Background: an optimization exercise with open tools, aiming at small area. Do not read the settings as production practice.
In this exercise RTL edits were held to simulation tests only and were not proved equivalent to the original.
The clock port is modelled as an ideal driver; clocking choices that lean on that would not hold on a real chip.
Power is estimated from default activity; no workload was simulated.

==> flow/design.v <==
`timescale 1ns/100ps
module sync_fifo (in,out,clk,rst,is_full,is_empty,rd_en,wr_en,x_dest,y_dest);
	parameter depth=4, data_width=8,nbit=$clog2(depth),addr_width=3;
	localparam W = data_width+2*addr_width;
	input [W-1:0] in;
	output [addr_width-1:0] x_dest;
	output [addr_width-1:0] y_dest;
	output [W-1:0] out;
	input clk;
	input rst;
	output reg is_full;
	output reg is_empty;
	input rd_en;
	input wr_en;
	reg [W-1:0] mem [0:3];
	reg [1:0] head;
	reg [1:0] tail;
	reg popped;
	reg zero;
	wire wa = wr_en & ~is_full;
	wire ra = rd_en & ~is_empty;
	wire [3:0] wslot = {head == 2'b10, head == 2'b11, head == 2'b01, head == 2'b00};
	wire [3:0] front = {tail == 2'b10, tail == 2'b11, tail == 2'b01, tail == 2'b00};
	wire head_meets_tail = (head[0] == tail[1]) & (head[1] != tail[0]);
	wire tail_meets_head = (tail[0] == head[1]) & (tail[1] != head[0]);
	genvar k;
	generate for (k = 0; k < 4; k = k + 1) begin : g_slot
		always @(posedge clk)
			if (wa & wslot[k])
				mem[k] <= in;
	end endgenerate
	wire [3:0] sel = zero ? 4'b0000 : popped ? {front[0], front[3:1]} : front;
	wire [W-1:0] head_flit;
	assign head_flit = ({W{front[0]}} & mem[0]) | ({W{front[1]}} & mem[1]) |
	                   ({W{front[2]}} & mem[2]) | ({W{front[3]}} & mem[3]);
	assign out = ({W{sel[0]}} & mem[0]) | ({W{sel[1]}} & mem[1]) |
	             ({W{sel[2]}} & mem[2]) | ({W{sel[3]}} & mem[3]);
	assign x_dest = head_flit[data_width+addr_width-1:data_width];
	assign y_dest = head_flit[W-1:data_width+addr_width];
	always @(posedge clk) begin
		zero <= rst;
		popped <= ra;
		head[1] <= ~rst & (wa ? head[0] : head[1]);
		head[0] <= ~rst & (wa ? ~head[1] : head[0]);
		tail[1] <= ~rst & (ra ? tail[0] : tail[1]);
		tail[0] <= ~rst & (ra ? ~tail[1] : tail[0]);
		is_empty <= rst | (~wa & (ra ? tail_meets_head : is_empty));
		is_full <= ~rst & ~ra & (wa ? head_meets_tail : is_full);
	end
endmodule
module fifo (in,out,clk,rst,rd_en,wr_en,is_full,is_empty,x_dest,y_dest);
	parameter n_input=5, data_width=8, addr_width=3;
	input [n_input*(data_width+2*addr_width)-1:0] in;
	input [n_input-1:0] rd_en;
	input [n_input-1:0] wr_en;
	input clk;
	input rst;
	output [n_input*(data_width+2*addr_width)-1:0] out;
	output [n_input-1:0] is_full;
	output [n_input-1:0] is_empty;
	output [n_input*addr_width-1:0] x_dest;
	output [n_input*addr_width-1:0] y_dest;
	localparam W = data_width+2*addr_width;
	genvar i;
	generate for (i = 0; i < n_input; i = i + 1) begin : g_ch
		sync_fifo ch (.in(in[i*W +: W]),.out(out[i*W +: W]),.clk(clk),.rst(rst),.is_full(is_full[i]),.is_empty(is_empty[i]),.rd_en(rd_en[i]),.wr_en(wr_en[i]),.x_dest(x_dest[i*addr_width +: addr_width]),.y_dest(y_dest[i*addr_width +: addr_width]));
	end endgenerate
endmodule
export LEC_CHECK = 0
export CAP_MARGIN = 20
export CORE_MARGIN = 2
export CORE_UTILIZATION = 40
export SLEW_MARGIN = 20
create_clock -name core_clock -period 8.0 [get_ports {clk}]
standard.sh (not shown) runs the stock make flow with config.mk's settings and CLKGATE_MAP_FILE= SYNTH_SCRIPT=/design/flow/synth_recipe.tcl, a recipe that flattens the netlist after the stock synthesis.
==> flow/flow/run.sh <==
#!/bin/bash
# The standard ORFS layout (standard.sh) with area-oriented changes:
#  - after floorplan, the combinational logic of the standard synthesis is
#    replaced by a hand-written gate-level mapping (handmap.tcl); the
#    registers are kept as synthesized
#  - before repair_design, every combinational cell takes its smallest
#    equivalent size (downsize.tcl); repair_design then fixes slew/cap
#  - ports are buffered with buf_1
#  - the clock tree uses clkbuf_4 leaf clusters and no dummy loads
# make's full output goes to standard.log; ORFS keeps each step's log under orfs/logs.
set -e
here=$(pwd)
export POST_FLOORPLAN_TCL=$here/flow/handmap.tcl
export PRE_RESIZE_TCL=$here/flow/downsize.tcl
export BUFFER_PORTS_ARGS="-buffer_cell sky130_fd_sc_hd__buf_1"
export CTS_ARGS="-sink_clustering_enable -repair_clock_nets -dont_use_dummy_load -buf_list {sky130_fd_sc_hd__clkbuf_4} -sink_clustering_size 9 -sink_clustering_max_diameter 50"
bash standard.sh CORE_UTILIZATION=72 SLEW_MARGIN=5 CAP_MARGIN=5 finish > standard.log 2>&1
Other scripts of this flow, unchanged in this note and not shown: flow/flow/downsize.tcl, flow/flow/handmap.tcl
Rerun with:
--- a/flow/flow/run.sh
+++ b/flow/flow/run.sh
@@ -14,4 +14,4 @@
 export PRE_RESIZE_TCL=$here/flow/downsize.tcl
 export BUFFER_PORTS_ARGS="-buffer_cell sky130_fd_sc_hd__buf_1"
-export CTS_ARGS="-sink_clustering_enable -repair_clock_nets -dont_use_dummy_load -buf_list {sky130_fd_sc_hd__clkbuf_4} -sink_clustering_size 9 -sink_clustering_max_diameter 50"
-bash standard.sh CORE_UTILIZATION=72 SLEW_MARGIN=5 CAP_MARGIN=5 finish > standard.log 2>&1
+export CTS_ARGS="-sink_clustering_enable -repair_clock_nets -dont_use_dummy_load -buf_list {sky130_fd_sc_hd__clkbuf_4} -sink_clustering_size 10 -sink_clustering_max_diameter 60"
+bash standard.sh CORE_UTILIZATION=60 SLEW_MARGIN=5 CAP_MARGIN=5 finish > standard.log 2>&1
Effect: The changed run completed with no timing, DRC or antenna violations. Via count is lower by 2.7%. Design area barely changes. Die area rises by 19%. Final cell count goes up by 3.6%. Power drops by 0.53%. Fmax climbs by 2.2%. Critical path depth stays the same. Clock skew goes down by 0.030 ns. Register-to-register slack gets worse by 0.15 ns.

Starts from the design.v that is shown in full above.
clock: 8.0 ns
lec_check: 0
cap_margin: 20
core_margin: 2
core_utilization: 40
slew_margin: 20
==> flow/flow/run.sh <==
#!/bin/bash
# The standard ORFS layout (standard.sh) with area-oriented changes:
#  - after floorplan, the combinational logic of the standard synthesis is
#    replaced by a hand-written gate-level mapping (handmap.tcl); the
#    registers are kept as synthesized
#  - before repair_design, every combinational cell takes its smallest
#    equivalent size (downsize.tcl); repair_design then fixes slew/cap
#  - ports are buffered with buf_1
#  - the clock tree uses no dummy loads; after placement, trial trees
#    (cts_trial.tcl) over a few buffer sizes and cluster sizes pick the one
#    with the least buffer area whose estimated flip-flop clock-pin slew stays
#    at or under 118 ps
# Each tool's full output goes to a log here: standard_place.log, cts_trial_N.log,
# standard.log; ORFS keeps each step's log under orfs/logs.
set -e
here=$(pwd)
export POST_FLOORPLAN_TCL=$here/flow/handmap.tcl
export PRE_RESIZE_TCL=$here/flow/downsize.tcl
export BUFFER_PORTS_ARGS="-buffer_cell sky130_fd_sc_hd__buf_1"
settings="CORE_UTILIZATION=72 SLEW_MARGIN=5 CAP_MARGIN=5"
bash standard.sh $settings place > standard_place.log 2>&1

res=$here/orfs/results/sky130hd/fifo/base
export TRIAL_LIB=$FLOW_HOME/platforms/sky130hd/lib/sky130_fd_sc_hd__tt_025C_1v80.lib
export TRIAL_ODB=$res/3_place.odb
export TRIAL_SDC=$res/3_place.sdc
export TRIAL_RC=$FLOW_HOME/platforms/sky130hd/setRC.tcl
export TRIAL_DONT_USE="sky130_fd_sc_hd__probe_p_8 sky130_fd_sc_hd__probec_p_8"
base="-sink_clustering_enable -repair_clock_nets -dont_use_dummy_load"
best="$base -buf_list {sky130_fd_sc_hd__clkbuf_4} -sink_clustering_size 9 -sink_clustering_max_diameter 50"
best_area=1000000
n=0
for cand in "4 13 60" "4 13 50" "4 12 70" "4 12 60" "4 12 50" "4 11 60" "4 11 50" "4 10 60" "4 10 50" \
            "8 24 70" "8 22 60" "8 20 60" "8 20 50" "8 18 50" "2 7 40" "2 6 40" "2 6 30"; do
  set -- $cand
  n=$((n + 1))
  args="$base -buf_list {sky130_fd_sc_hd__clkbuf_$1} -sink_clustering_size $2 -sink_clustering_max_diameter $3"
  TRIAL_CTS_ARGS="$args" openroad -no_init -exit $here/flow/cts_trial.tcl > cts_trial_$n.log 2>&1 || continue
  line=$(grep '^TRIAL ' cts_trial_$n.log | tail -1 || true)
  area=$(echo "$line" | cut -d' ' -f2)
  slew=$(echo "$line" | cut -d' ' -f3)
  [[ -n "$slew" ]] || continue
  echo "trial $n: $args -> area $area slew $slew" >> cts_trials.txt
  if awk -v s="$slew" -v a="$area" -v b="$best_area" 'BEGIN { exit !(s <= 0.118 && a < b) }'; then
    best="$args"
    best_area=$area
  fi
done
echo "chosen: $best" >> cts_trials.txt
export CTS_ARGS="$best"
bash standard.sh $settings finish > standard.log 2>&1
Other scripts of this flow, unchanged in this note and not shown: flow/flow/cts_trial.tcl, flow/flow/downsize.tcl, flow/flow/handmap.tcl
Rerun with:
--- a/flow/flow/run.sh
+++ b/flow/flow/run.sh
@@ -9,4 +9,3 @@
-#  - the clock tree uses no dummy loads; after placement, trial trees
-#    (cts_trial.tcl) over a few buffer sizes and cluster sizes pick the one
-#    with the least buffer area whose estimated flip-flop clock-pin slew stays
-#    at or under 118 ps
+#  - the clock tree uses clkbuf_4 leaf clusters and no dummy loads; after
+#    placement, trial trees (cts_trial.tcl) pick the largest cluster size whose
+#    estimated flip-flop clock-pin slew stays at or under 118 ps
@@ -29,2 +28,2 @@
-base="-sink_clustering_enable -repair_clock_nets -dont_use_dummy_load"
-best="$base -buf_list {sky130_fd_sc_hd__clkbuf_4} -sink_clustering_size 9 -sink_clustering_max_diameter 50"
+base="-sink_clustering_enable -repair_clock_nets -dont_use_dummy_load -buf_list {sky130_fd_sc_hd__clkbuf_4}"
+best="$base -sink_clustering_size 9 -sink_clustering_max_diameter 50"
@@ -33,2 +32 @@
-for cand in "4 13 60" "4 13 50" "4 12 70" "4 12 60" "4 12 50" "4 11 60" "4 11 50" "4 10 60" "4 10 50" \
-            "8 24 70" "8 22 60" "8 20 60" "8 20 50" "8 18 50" "2 7 40" "2 6 40" "2 6 30"; do
+for cand in "13 60" "13 50" "12 70" "12 60" "12 50" "11 60" "11 50" "10 60" "10 50"; do
@@ -37 +35 @@
-  args="$base -buf_list {sky130_fd_sc_hd__clkbuf_$1} -sink_clustering_size $2 -sink_clustering_max_diameter $3"
+  args="$base -sink_clustering_size $1 -sink_clustering_max_diameter $2"
Cell area is unchanged.
Final cell count is unchanged.
Power does not change.
Register-to-register slack hardly moves.
Clock power hardly moves.
Worst setup slack does not change.
Combinational power hardly moves.
Flip-flop and latch count does not change.
Wire length is unchanged.

==> afterwards: timing with drivers on the ports <==
How much do the figures lean on ideal ports? The routed layouts below were timed once more, with nothing changed but the port constraints.
Step 1: set_driving_cell puts a clkbuf_16 on clk and a buf_2 on each other input, an assumption about the parent block.
Step 2 moves the port delays by t, midway between the first and last clock arrival at a register: inputs arrive t later, outputs are due t later. That takes back most of the time a late clock gives input paths.
a / b / c = ideal ports / drivers / drivers and shift; a / b = the first two.
run	shift t [ns]	slack for setup (ns)	latest minus earliest clock arrival (ns)
the first run of note 1	0.662	3.542 / 3.505 / 4.167	0.055 / 0.054
the second run of note 1	0.650	3.640 / 3.598 / 4.248	0.024 / 0.024
the first run of note 2	0.635	3.640 / 3.601 / 4.236	0.077 / 0.077
the second run of note 2	0.635	3.640 / 3.601 / 4.236	0.077 / 0.077
After both steps every run listed still meets setup and hold.
